Context: an optimization exercise on an open-source flow, tuned for small area and a short achievable clock period. The choices shown serve that exercise and are no tape-out recipe.
The RTL was checked by simulation tests, not by an equivalence proof against the original design.
No activity file was given, so power comes from the tool's default toggle rates.

==> flow/design.v (outline; a module is shown in full before it is edited, if it fits) <==
// module fp_mult: 2626 lines
// module fp_mult_fa: 4 lines
// module fp_mult_ha: 4 lines
module fp_mult(
input logic [31:0]    dataA,
input logic [31:0]    dataB,
input logic clock,
output logic [31:0]   result
);
  // ...
==> flow/run.sh <==
#!/bin/bash
# synth_recipe.tcl (not shown) runs the flow's synth.tcl, then flattens the netlist and writes it again
# the make line also repeats each setting of config.mk as NAME=value (left out here)
make -C /OpenROAD-flow-scripts/flow DESIGN_CONFIG=/design/flow/config.mk WORK_HOME=/design/flow/orfs CLKGATE_MAP_FILE= SYNTH_SCRIPT=/design/flow/synth_recipe.tcl finish
==> flow/config.mk <==
export PLATFORM = sky130hd
export DESIGN_NAME = fp_mult
export DESIGN_NICKNAME = fp_mult
export VERILOG_FILES = /design/flow/design.v
export SDC_FILE = /design/flow/constraint.sdc
export NUM_CORES = 4
export LEC_CHECK = 0
export CAP_MARGIN = 50
export CORE_MARGIN = 2
export CORE_UTILIZATION = 40
export SETUP_SLACK_MARGIN = 5
export SLEW_MARGIN = 60
export SYNTH_HIERARCHICAL = 1
==> flow/constraint.sdc <==
create_clock -name core_clock -period 9.0 [get_ports {clock}]
set_input_delay 1.8000 -clock core_clock [delete_from_list [all_inputs] [get_ports {clock}]]
set_output_delay 1.8000 -clock core_clock [all_outputs]
set_load 0.01 [all_outputs]
==> metrics.md, run 1 <==
| Metric | Value |
|---|---|
| Run status | timing/DRC/antenna clean |
| Top metal layer carrying routed signals | met4 |
| Multi-input gate share of total cell area | a little under two thirds |
| Post-Synthesis Cells | 1654 |
| Starting Density | roughly two fifths |
| Cell type group with the largest total delay on the critical path | adder cells |
| Share of power burned in combinational logic | 64.4% |
| Global-route met2 utilization | 35.2% |
| Final non-clock buffer share | 6.68% |
| Biggest area contributors in the synthesized netlist | sky130_fd_sc_hd__fa_1 (29%), sky130_fd_sc_hd__dfxtp_1 (24%), sky130_fd_sc_hd__xnor2_1 (14%) |
| Depth of the most critical reg-to-reg path | 8 |
| Worst-skew pair later-pin latency | 0.57 ns |
| Largest class | multi-input gates |
| Drt total wl | 52.6 mm |
| Antenna diodes | 0 |
| CTS H-Tree Depth | 1 |
| Clock buffer instance count of the final layout | 34 |
| Mean area per synthesized cell | 11.0 µm² |
| Taps Inserted | 600 |
| Simple logic cell fraction of the synthesized area | 5.36% |
| Hold Path End | result[31]$_DFF_P_ |
| Number of filler cells placed in the layout | 4219 |
| Dominant combinational cell family by area after synthesis | adder cells |
| Sequential share of power | 21.3% |
| Clock sinks | 216 |
| Maximum clock rate | between 200 and 300 MHz |
| Count of port buffers added during placement | 96 |
| Maximum Capacitance Violations | 0 |
| Transition at the pin with the smallest max-transition slack | between 0.5 and 0.6 ns |
| Least setup slack across all paths after layout | 5.35 ns |
| Post-layout power | 7.17 mW |
| Antenna violations before repair | 0 |
| Most area-hungry cell type in the Yosys netlist | sky130_fd_sc_hd__fa_1 |
| IO Pins | 97 |
| Cell type of the slowest stage on the worst timing path | sky130_fd_sc_hd__fa_1 |
| Pins over their slew limit | 0 |
| Routed wl met3 | slightly above 5 mm |
==> inputs of run 2 (changes only) <==
--- a/flow/config.mk
+++ b/flow/config.mk
@@ -5,9 +5,9 @@
 export SDC_FILE = /design/flow/constraint.sdc
 export NUM_CORES = 4
 export LEC_CHECK = 0
-export CAP_MARGIN = 50
+export CAP_MARGIN = 20
 export CORE_MARGIN = 2
 export CORE_UTILIZATION = 40
 export SETUP_SLACK_MARGIN = 5
-export SLEW_MARGIN = 60
+export SLEW_MARGIN = 20
 export SYNTH_HIERARCHICAL = 1
==> metrics.md, run 2 <==
| Metric | Value |
|---|---|
| Mux cell area share after synthesis | 0.276% (unchanged) |
| Static power due to leakage | 7.55 nW (about the same) |
| Die extent in y | 217 µm (unchanged) |
| Biggest area contributors in the synthesized netlist | sky130_fd_sc_hd__fa_1 (29%), sky130_fd_sc_hd__dfxtp_1 (24%), sky130_fd_sc_hd__xnor2_1 (14%) (unchanged) |
| Busiest layer in global routing | met2 (unchanged) |
| Worst slack on hold paths | 0.462 ns (about the same) |
| Global-route met2 utilization | 34.8% (was 35.2%) |
| Sum of buffers and inverters on the critical path | 0 (was 1) |
| Synth Area in Compound Gates | 16.2% (unchanged) |
| Min Tclk post-route | 3.84 ns (was 3.65 ns) |
| Count of unique library cells instantiated by Yosys | 68 (unchanged) |
| Most repeated cell in the gate-level netlist after synthesis | sky130_fd_sc_hd__xnor2_1 (unchanged) |
| Antenna diodes | 0 (unchanged) |
| Weighted congestion at the end of routability-driven global placement | 0.913 (unchanged) |
| Final instance area | 0.0205 mm² (about the same) |
| Drt initial violations | 1543 (was 1525) |
| Final setup violation count | 0 (unchanged) |
| Antenna violations before repair | 0 (unchanged) |
| Clock sinks | 216 (unchanged) |
| Count of yosys warnings during synthesis | 7 (unchanged) |
| Max rail drop VDD | 0.000211 V (was 0.000208 V) |
| Critical path startpoint category | flop (unchanged) |
| Drt total wl | 53.3 mm (was 52.6 mm) |
| Count of port buffers added during placement | 96 (unchanged) |
| Clock transition at the register clock pins on the worst setup and hold paths after CTS | 0.06 ns (about the same) |
| Simple logic cell fraction of the synthesized area | 5.36% (unchanged) |
| Clk Tree Root Cell | sky130_fd_sc_hd__clkbuf_16 (unchanged) |
| Final total negative setup slack | 0 ns (unchanged) |
| Post-DP Area | 0.0195 mm² (was 0.0196 mm²) |
| Dominant combinational cell family by area after synthesis | adder cells (unchanged) |
| Run status | timing/DRC/antenna clean (unchanged) |
| Global Route met1 Usage | 32.0% (was 31.9%) |
| Adder and majority gate portion of the synthesized area | 34.8% (unchanged) |
| Hold/Removal Path Class | reg2reg (unchanged) |
| Met3 layer usage reported by global route | 6.32% (was 5.12%) |
| Setup Buffers After CTS | 0 (unchanged) |
| Chip Width | 217 µm (unchanged) |
| Synthesized net count | 2063 (unchanged) |
| Cells resized by post-CTS repair | 10 (was 0) |
| CTS H-Tree Depth | 1 (unchanged) |
| Worst clock skew | 0.0423 ns (was 0.0190 ns) |
| Crit path required time | 9.44 ns (was 9.43 ns) |
| Predominant post-synthesis flop cell | sky130_fd_sc_hd__dfxtp_1 (unchanged) |
| Final hold vios | 0 (unchanged) |
| Registers with the most flip-flops | result: 32 flops, ma: 23 flops, er2: 9 flops (unchanged) |
| Most common cell on crit path | sky130_fd_sc_hd__fa_1 (unchanged) |
| Leading cell types in the layout, fill and taps excluded | sky130_fd_sc_hd__xnor2_1 (281), sky130_fd_sc_hd__fa_1 (267), sky130_fd_sc_hd__a22oi_1 (264) (unchanged) |
| Detail-routed via count per cell | 5.85 (was 5.77) |
| Vias | 13284 (was 13143) |
| Flip-flop and latch count after synthesis | 216 (unchanged) |
| Tcrit/Tclk final | 42.6% (was 40.6%) |
| Hold bufs inserted after CTS | 0 (unchanged) |
| Detailed Place HPWL | 34.3 mm (about the same) |
| Maximum clock rate | 261 MHz (was 274 MHz) |
| Pins over their slew limit | 0 (unchanged) |
| Most common cell after layout, fill and taps aside | sky130_fd_sc_hd__xnor2_1 (unchanged) |
| Total CTS buffers | 26 (unchanged) |
| Starting Density | 40.2% (unchanged) |
| Proportion of netlist area held by the largest area contributor | 29.5% (unchanged) |
| Vias in the first global route | 14136 (was 14099) |
| Post-synth EDFFs | 0 (unchanged) |
| Number of detailed-routing iterations run before antenna repair | 6 (was 5) |
| Wire length of the first global-routing pass | 83.1 mm (was 82.4 mm) |
| Most area-hungry cell type in the Yosys netlist | sky130_fd_sc_hd__fa_1 (unchanged) |
| Largest driver fanout on the critical path | 30 (was 26) |
| Worst max-slew margin expressed relative to the limit | 31.8% (was 60.3%) |
| Number of cell rows | 78 (unchanged) |
| Bufs on Longest Clock Path | 3 (unchanged) |
| Area added between synthesis and finish | 12.8% (was 13.1%) |
| Area of the core | 0.0451 mm² (unchanged) |
| Post-Synthesis Cells | 1654 (unchanged) |
| Routed wire length per instance | 23.5 µm (was 23.1 µm) |
| Peak per-stage delay on the critical path | 1.00 ns (was 0.64 ns) |
| CTS tree | done (unchanged) |
| Remaining antenna violation count after routing | 0 (unchanged) |
| Synthesized-area fraction occupied by xor and xnor cells | 15.1% (unchanged) |
| Maximum Capacitance Violations | 0 (unchanged) |
| IO Pins | 97 (unchanged) |
| Number of flip-flops under the largest register name | 32 (unchanged) |
| Ratio of cells with drive above 1 in the final layout | 7.91% (was 8.11%) |
| Post-synthesis sequential area ratio | 23.8% (unchanged) |
| Cell type of the slowest stage on the worst timing path | sky130_fd_sc_hd__dfxtp_2 (was sky130_fd_sc_hd__fa_1) |
| Post-layout power | 7.27 mW (was 7.17 mW) |
| Critical path class | reg2reg (unchanged) |
| Data arrival time of the critical path | 4.27 ns (was 4.08 ns) |
| RSZ-0062 raised after global routing | false (unchanged) |
| Transition at the pin with the smallest max-transition slack | 1.02 ns (was 0.596 ns) |
| Die outline area | 0.0471 mm² (unchanged) |
| Worst-skew pair later-pin latency | 0.59 ns (was 0.57 ns) |
| Mean area per synthesized cell | 11.0 µm² (unchanged) |
| Type of element capturing the critical path | flop (unchanged) |
| Cell type group with the largest total delay on the critical path | adder cells (unchanged) |
| Cell Pwr Density | 355 mW/mm² (was 349 mW/mm²) |
| GRT Total Usage | 23.0% (was 22.7%) |
| DRC violations left | 0 (unchanged) |
| Fraction of registers with async set or reset after synthesis | 0% (unchanged) |
| Gr ovfl total | 0 (unchanged) |
| Cells traversed along the worst timing path | xnor2_1, fa_1, fa_1, fa_1, fa_1, fa_1 (was buf_4, a22oi_1, xnor2_1, fa_1, fa_1, fa_1, fa_1, fa_1) |
| Post-synthesis instance area | 0.0181 mm² (unchanged) |
| Top cell types by occurrence after synthesis | sky130_fd_sc_hd__xnor2_1 (281), sky130_fd_sc_hd__fa_1 (267), sky130_fd_sc_hd__a22oi_1 (264) (unchanged) |
| Number of nets in the final layout | 2061 (was 2066) |
| Register with the most flip-flops | result (unchanged) |
| Maximum number of pins on one net before global-route repair | 34 (unchanged) |
-- run 2: cell counts after synthesis --
No cell type changed its count.
-- run 2: worst paths after layout --
kind | startpoint | endpoint | slack, ns | depth (start not counted)
max | bn0$_DFF_P_ | r2_22_1$_DFF_P_ | 5.16 | 6
min | s2$_DFF_P_ | result[31]$_DFF_P_ | 0.46 | 1
max reg2reg | bn0$_DFF_P_ | r2_22_1$_DFF_P_ | 5.16 | 6
min reg2reg | s2$_DFF_P_ | result[31]$_DFF_P_ | 0.46 | 1
-- run 2: metal layers --
metal | vias up | share of wire (%)
li1 | 5705 | -
met1 | 6678 | 43
met2 | 782 | 43
met3 | 119 | 11
met4 | 0 | 3.0
met5 | - | 0
-- run 2: layout make-up --
cell class	count	area, µm²
Inverter	37	139
Clock inverter	13	201
Timing Repair Buffer	139	1280
Multi-Input combinational cell	1232	13000
Fill cell	4173	24600
Sequential cell	216	4340
Clock buffer	32	703
Tap cell	600	751
-- run 2: power breakdown --
| group | total (mW) | switching, mW | internal (mW) |
|---|---|---|---|
| combinational | 4.61 | 2.52 | 2.09 |
| sequential | 1.54 | 0.175 | 1.36 |
| clock | 1.12 | 0.445 | 0.672 |
| total | 7.27 | 3.14 | 4.13 |
-- run 2: metrics by stage --
| step | std cells | setup WS [ns] | utilization (%) |
|---|---|---|---|
| 2_1_floorplan | 1654 | 5.21 | - |
| 3_3_place_gp | 2224 | 4.89 | 43.3 |
| 3_5_place_dp | 2224 | 4.86 | 43.3 |
| 4_1_cts | 2269 | 5.00 | 45.3 |
| 5_1_grt | 2269 | 5.04 | 45.4 |
| 6_report | 2269 | 5.16 | 45.4 |
-- run 2: Yosys stat by module (local to each module, per instance) --
module,cells inside,flops+latches
fp_mult,1370,216
fp_mult_fa,1,0
fp_mult_ha,1,0
-- run 2: logic make-up (layout without fill, tap and decap cells) --
| kind of cell | after synthesis | count (layout) |
|---|---|---|
| xor+xnor | 313 | 313 |
| simple gates | 178 | 178 |
| mux | 5 | 5 |
| flops | 216 | 216 |
| buf+inv | 206 | 221 |
| fa+ha+maj | 344 | 344 |
| compound gates | 392 | 392 |
==> inputs of run 3 (changes only) <==
--- a/flow/config.mk
+++ b/flow/config.mk
@@ -5,9 +5,9 @@
 export SDC_FILE = /design/flow/constraint.sdc
 export NUM_CORES = 4
 export LEC_CHECK = 0
-export CAP_MARGIN = 20
+export CAP_MARGIN = 80
 export CORE_MARGIN = 2
 export CORE_UTILIZATION = 40
 export SETUP_SLACK_MARGIN = 5
-export SLEW_MARGIN = 20
+export SLEW_MARGIN = 80
 export SYNTH_HIERARCHICAL = 1
==> metrics.md, run 3 <==
| Metric | Value |
|---|---|
| Run status | timing/DRC/antenna clean (unchanged) |
| Bufs on Longest Clock Path | 3 (unchanged) |
| Area of the core | 0.0451 mm² (unchanged) |
| Clock transition at the register clock pins on the worst setup and hold paths after CTS | 0.05 ns (was 0.06 ns) |
| Detailed Place HPWL | 37.2 mm (was 34.3 mm) |
| Least setup slack across all paths after layout | 5.19 ns (was 5.16 ns) |
| Worst max-slew margin expressed relative to the limit | 79.8% (was 31.8%) |
| Timing endpoint of the critical path | result[30]$_DFF_P_ (was r2_22_1$_DFF_P_) |
| DRC violations left | 0 (unchanged) |
| Peak per-stage delay on the critical path | 0.42 ns (was 1.00 ns) |
| Biggest area contributors in the synthesized netlist | sky130_fd_sc_hd__fa_1 (29%), sky130_fd_sc_hd__dfxtp_1 (24%), sky130_fd_sc_hd__xnor2_1 (14%) (unchanged) |
| Launch point of the worst reg-to-reg path | r2_20_1$_DFF_P_ (was bn0$_DFF_P_) |
| GRT Total Usage | 22.8% (was 23.0%) |
| Maximum number of pins on one net before global-route repair | 31 (was 34) |
| Post-DP Area | 0.0206 mm² (was 0.0195 mm²) |
| Count of unique library cells instantiated by Yosys | 68 (unchanged) |
| Flop2flop setup slack | 5.19 ns (was 5.16 ns) |
| Sum of buffers and inverters on the critical path | 7 (was 0) |
| Die extent in y | 217 µm (unchanged) |
| Met3 layer usage reported by global route | 5.42% (was 6.32%) |
| Data arrival time of the critical path | 4.26 ns (was 4.27 ns) |
| Total CTS buffers | 27 (was 26) |
| Detail-routed via count per cell | 5.75 (was 5.85) |
| Post-synthesis instance area | 0.0181 mm² (unchanged) |
| Global-route met2 utilization | 35.8% (was 34.8%) |
| Flip-flop and latch count after synthesis | 216 (unchanged) |
| Gr ovfl total | 0 (unchanged) |
| Depth of the most critical reg-to-reg path | 17 (was 6) |
| Share of total power in the clock network | 14.1% (was 15.4%) |
| Wire length of the first global-routing pass | 83.1 mm (about the same) |
| Non-Filler Instances | 2330 (was 2269) |
| Most common cell after layout, fill and taps aside | sky130_fd_sc_hd__xnor2_1 (unchanged) |
| Routed wire length per instance | 23.0 µm (was 23.5 µm) |
| Count of yosys warnings during synthesis | 7 (unchanged) |
| Starting Density | 40.2% (unchanged) |
| Post-Synthesis Cells | 1654 (unchanged) |
| Clock sinks | 216 (unchanged) |
| Most repeated cell in the gate-level netlist after synthesis | sky130_fd_sc_hd__xnor2_1 (unchanged) |
| Post-layout power | 7.50 mW (was 7.27 mW) |
| Hold bufs inserted after CTS | 0 (unchanged) |
| Predominant post-synthesis flop cell | sky130_fd_sc_hd__dfxtp_1 (unchanged) |
| Proportion of netlist area held by the largest area contributor | 29.5% (unchanged) |
| CTS H-Tree Depth | 1 (unchanged) |
| Number of cell rows | 78 (unchanged) |
| Fraction of registers with async set or reset after synthesis | 0% (unchanged) |
| Worst slack on hold paths | 0.464 ns (was 0.462 ns) |
| Sequential share of power | 20.1% (was 21.1%) |
| Sw frac | 43.4% (was 43.2%) |
| IO Pins | 97 (unchanged) |
| Critical path startpoint category | flop (unchanged) |
| Post-synthesis sequential area ratio | 23.8% (unchanged) |
| Crit path required time | 9.45 ns (was 9.44 ns) |
| Cell type of the slowest stage on the worst timing path | sky130_fd_sc_hd__or3_4 (was sky130_fd_sc_hd__dfxtp_2) |
| Most common cell on crit path | sky130_fd_sc_hd__buf_2 (was sky130_fd_sc_hd__fa_1) |
| Number of detailed-routing iterations run before antenna repair | 7 (was 6) |
| Final instance area | 0.0218 mm² (was 0.0205 mm²) |
| Pins over their slew limit | 0 (unchanged) |
| Top cell types by occurrence after synthesis | sky130_fd_sc_hd__xnor2_1 (281), sky130_fd_sc_hd__fa_1 (267), sky130_fd_sc_hd__a22oi_1 (264) (unchanged) |
| Busiest layer in global routing | met2 (unchanged) |
| Most area-hungry cell type in the Yosys netlist | sky130_fd_sc_hd__fa_1 (unchanged) |
| Maximum Capacitance Violations | 0 (unchanged) |
| CTS tree | done (unchanged) |
| Vias in the first global route | 14313 (was 14136) |
| Registers with the most flip-flops | result: 32 flops, ma: 23 flops, er2: 9 flops (unchanged) |
| Transition at the pin with the smallest max-transition slack | 0.301 ns (was 1.02 ns) |
| Share of power burned in combinational logic | 65.8% (was 63.5%) |
| Count of port buffers added during placement | 96 (unchanged) |
| Clk Tree Root Cell | sky130_fd_sc_hd__clkbuf_16 (unchanged) |
| Cell type group with the largest total delay on the critical path | buffers and inverters (was adder cells) |
| Antenna diodes | 0 (unchanged) |
| Area added between synthesis and finish | 20.1% (was 12.8%) |
| Leading cell types in the layout, fill and taps excluded | sky130_fd_sc_hd__xnor2_1 (274), sky130_fd_sc_hd__fa_1 (267), sky130_fd_sc_hd__a22oi_1 (264) (was sky130_fd_sc_hd__xnor2_1 (281), sky130_fd_sc_hd__fa_1 (267), sky130_fd_sc_hd__a22oi_1 (264)) |
| Number of flip-flops under the largest register name | 32 (unchanged) |
| Worst-skew pair later-pin latency | 0.57 ns (was 0.59 ns) |
| Type of element capturing the critical path | flop (unchanged) |
| Vias | 13390 (was 13284) |
| Post-route core utilization | 48.3% (was 45.4%) |
| Register with the most flip-flops | result (unchanged) |
| Tcrit/Tclk final | 42.4% (was 42.6%) |
| RSZ-0062 raised after global routing | false (unchanged) |
| Cell Pwr Density | 344 mW/mm² (was 355 mW/mm²) |
| Sw power | 3.25 mW (was 3.14 mW) |
| Number of cells in the design after placement | 2277 (was 2224) |
| Critical path class | reg2reg (unchanged) |
| Post-synth EDFFs | 0 (unchanged) |
| Largest driver fanout on the critical path | 7 (was 30) |
| Drt initial violations | 1555 (was 1543) |
| Final hold vios | 0 (unchanged) |
| Ratio of cells with drive above 1 in the final layout | 12.4% (was 7.91%) |
| Post-Place Worst Slack | 4.86 ns (about the same) |
| Cell Int Power | 4.25 mW (was 4.13 mW) |
| Weighted congestion at the end of routability-driven global placement | 0.913 (unchanged) |
| Remaining antenna violation count after routing | 0 (unchanged) |
| Global Route met1 Usage | 31.6% (was 32.0%) |
| Min Tclk post-route | 3.81 ns (was 3.84 ns) |
| Final total negative setup slack | 0 ns (unchanged) |
| Static power due to leakage | 8.09 nW (was 7.55 nW) |
| Synthesized net count | 2063 (unchanged) |
| Number of nets in the final layout | 2123 (was 2061) |
| Final setup violation count | 0 (unchanged) |
| Cells traversed along the worst timing path | ha_1, nand3_2, nor4_4, buf_2, buf_1, o211ai_1, buf_2, clkdlybuf4s25_1, a21oi_4, o31ai_4, clkbuf_2, or3_4, a31oi_4, buf_2, o21bai_4, clkbuf_4, o211ai_2 (was xnor2_1, fa_1, fa_1, fa_1, fa_1, fa_1) |
| Chip Width | 217 µm (unchanged) |
| Die outline area | 0.0471 mm² (unchanged) |
| Critical path startpoint | r2_20_1$_DFF_P_ (was bn0$_DFF_P_) |
| Levels on crit path | 17 (was 6) |
| Hold/Removal Path Class | reg2reg (unchanged) |
| Worst reg2reg endpoint | result[30]$_DFF_P_ (was r2_22_1$_DFF_P_) |
| Maximum clock rate | 262 MHz (was 261 MHz) |
| Max rail drop VDD | 0.000203 V (was 0.000211 V) |
| Drt total wl | 53.6 mm (was 53.3 mm) |
| Mean area per synthesized cell | 11.0 µm² (unchanged) |
| Antenna violations before repair | 0 (unchanged) |
| Worst clock skew | 0.0152 ns (was 0.0423 ns) |
## run 3: cell counts after synthesis
Identical to the previous run, type by type.
## run 3: repair_timing
item                                    CTS  global route
hold endpoints to repair                  0             0
setup buffers                             0             1
pin swaps                                 0             1
gates resized for setup                   3             2
endpoints found under the setup margin    6             8
## run 3: worst min-delay path by stage
stage / start / end / cells after the start
3_5_place_dp: sb1$_DFF_P_ / s2$_DFF_P_ / 1
6_report: s2$_DFF_P_ / result[31]$_DFF_P_ / 1
4_1_cts: s2$_DFF_P_ / result[31]$_DFF_P_ / 1
2_1_floorplan: bn0$_DFF_P_ / r2_0_0$_DFF_P_ / 0
5_1_grt: s2$_DFF_P_ / result[31]$_DFF_P_ / 1
3_3_place_gp: s2$_DFF_P_ / result[31]$_DFF_P_ / 1
## run 3: layer usage
metal | wire [µm] | vias up
li1 | - | 5829
met5 | 0 | -
met2 | 24100 | 735
met4 | 1470 | 0
met1 | 22800 | 6717
met3 | 5210 | 109
## run 3: final cells by class
type | count | area (µm²)
Clock buffer | 34 | 722
Multi-Input combinational cell | 1232 | 13300
Sequential cell | 216 | 4390
Fill cell | 4082 | 23300
Inverter | 37 | 139
Clock inverter | 11 | 138
Tap cell | 600 | 751
Timing Repair Buffer | 200 | 2310
## run 3: logic make-up (layout without fill, tap and decap cells)
logic type,Yosys count,in the layout,synth area share (%)
compound gates,392,392,16.2
xor+xnor,313,313,15.1
fa+ha+maj,344,344,34.8
buf+inv,206,282,4.41
flops,216,216,23.8
mux,5,5,0.276
simple gates,178,178,5.36
## run 3: power groups by stage
stage          clock network (mW)  registers, mW  logic (mW)
6_report                     1.06           1.51        4.94
5_1_grt                      1.13           1.53        5.51
4_1_cts                      1.09           1.51        4.86
3_5_place_dp                    0           1.53        4.82
3_3_place_gp                    0           1.55        4.44
2_1_floorplan                   0           1.49        3.19
## run 3: worst reg2reg max path, stage by stage (launching register included)
cell and delay [ns]:
sky130_fd_sc_hd__dfxtp_1 0.32, sky130_fd_sc_hd__ha_1 0.31, sky130_fd_sc_hd__nand3_2 0.16, sky130_fd_sc_hd__nor4_4 0.28, sky130_fd_sc_hd__buf_2 0.19, sky130_fd_sc_hd__buf_1 0.13
sky130_fd_sc_hd__o211ai_1 0.11, sky130_fd_sc_hd__buf_2 0.17, sky130_fd_sc_hd__clkdlybuf4s25_1 0.28, sky130_fd_sc_hd__a21oi_4 0.20, sky130_fd_sc_hd__o31ai_4 0.08, sky130_fd_sc_hd__clkbuf_2 0.16
sky130_fd_sc_hd__or3_4 0.42, sky130_fd_sc_hd__a31oi_4 0.19, sky130_fd_sc_hd__buf_2 0.22, sky130_fd_sc_hd__o21bai_4 0.17, sky130_fd_sc_hd__clkbuf_4 0.22, sky130_fd_sc_hd__o211ai_2 0.09
## run 3: modules after synthesis, one instance, submodules excluded
module	copies in the design	cells inside	area (µm²)
fp_mult_fa	263	1	20.0
fp_mult_ha	21	1	12.5
fp_mult	1	1370	12600

## re-timing with driven ports
The results above use ideal ports. As a check the final layouts listed here were re-extracted and re-timed, cells and wires unchanged. Step 1: set_driving_cell puts a clkbuf_16 on clock and a buf_2 on each other input, an assumption about the parent block. Step 2 times the ports against the registers' clock, not the clock port: input delays grow and output delays shrink by t, the midpoint of the rising clock arrivals with the driver on. Three values: ideal ports, drivers, drivers and shift; two values: the first two.
run | t (ns) | setup slack, ns | clock arrival spread, ns
run 1 | 0.611 | 5.350 / 5.350 / 5.350 | 0.019 / 0.019
run 2 | 0.621 | 5.164 / 5.164 / 5.164 | 0.043 / 0.043
run 3 | 0.623 | 5.188 / 5.188 / 5.188 | 0.015 / 0.015
After both steps every run listed still meets setup and hold.
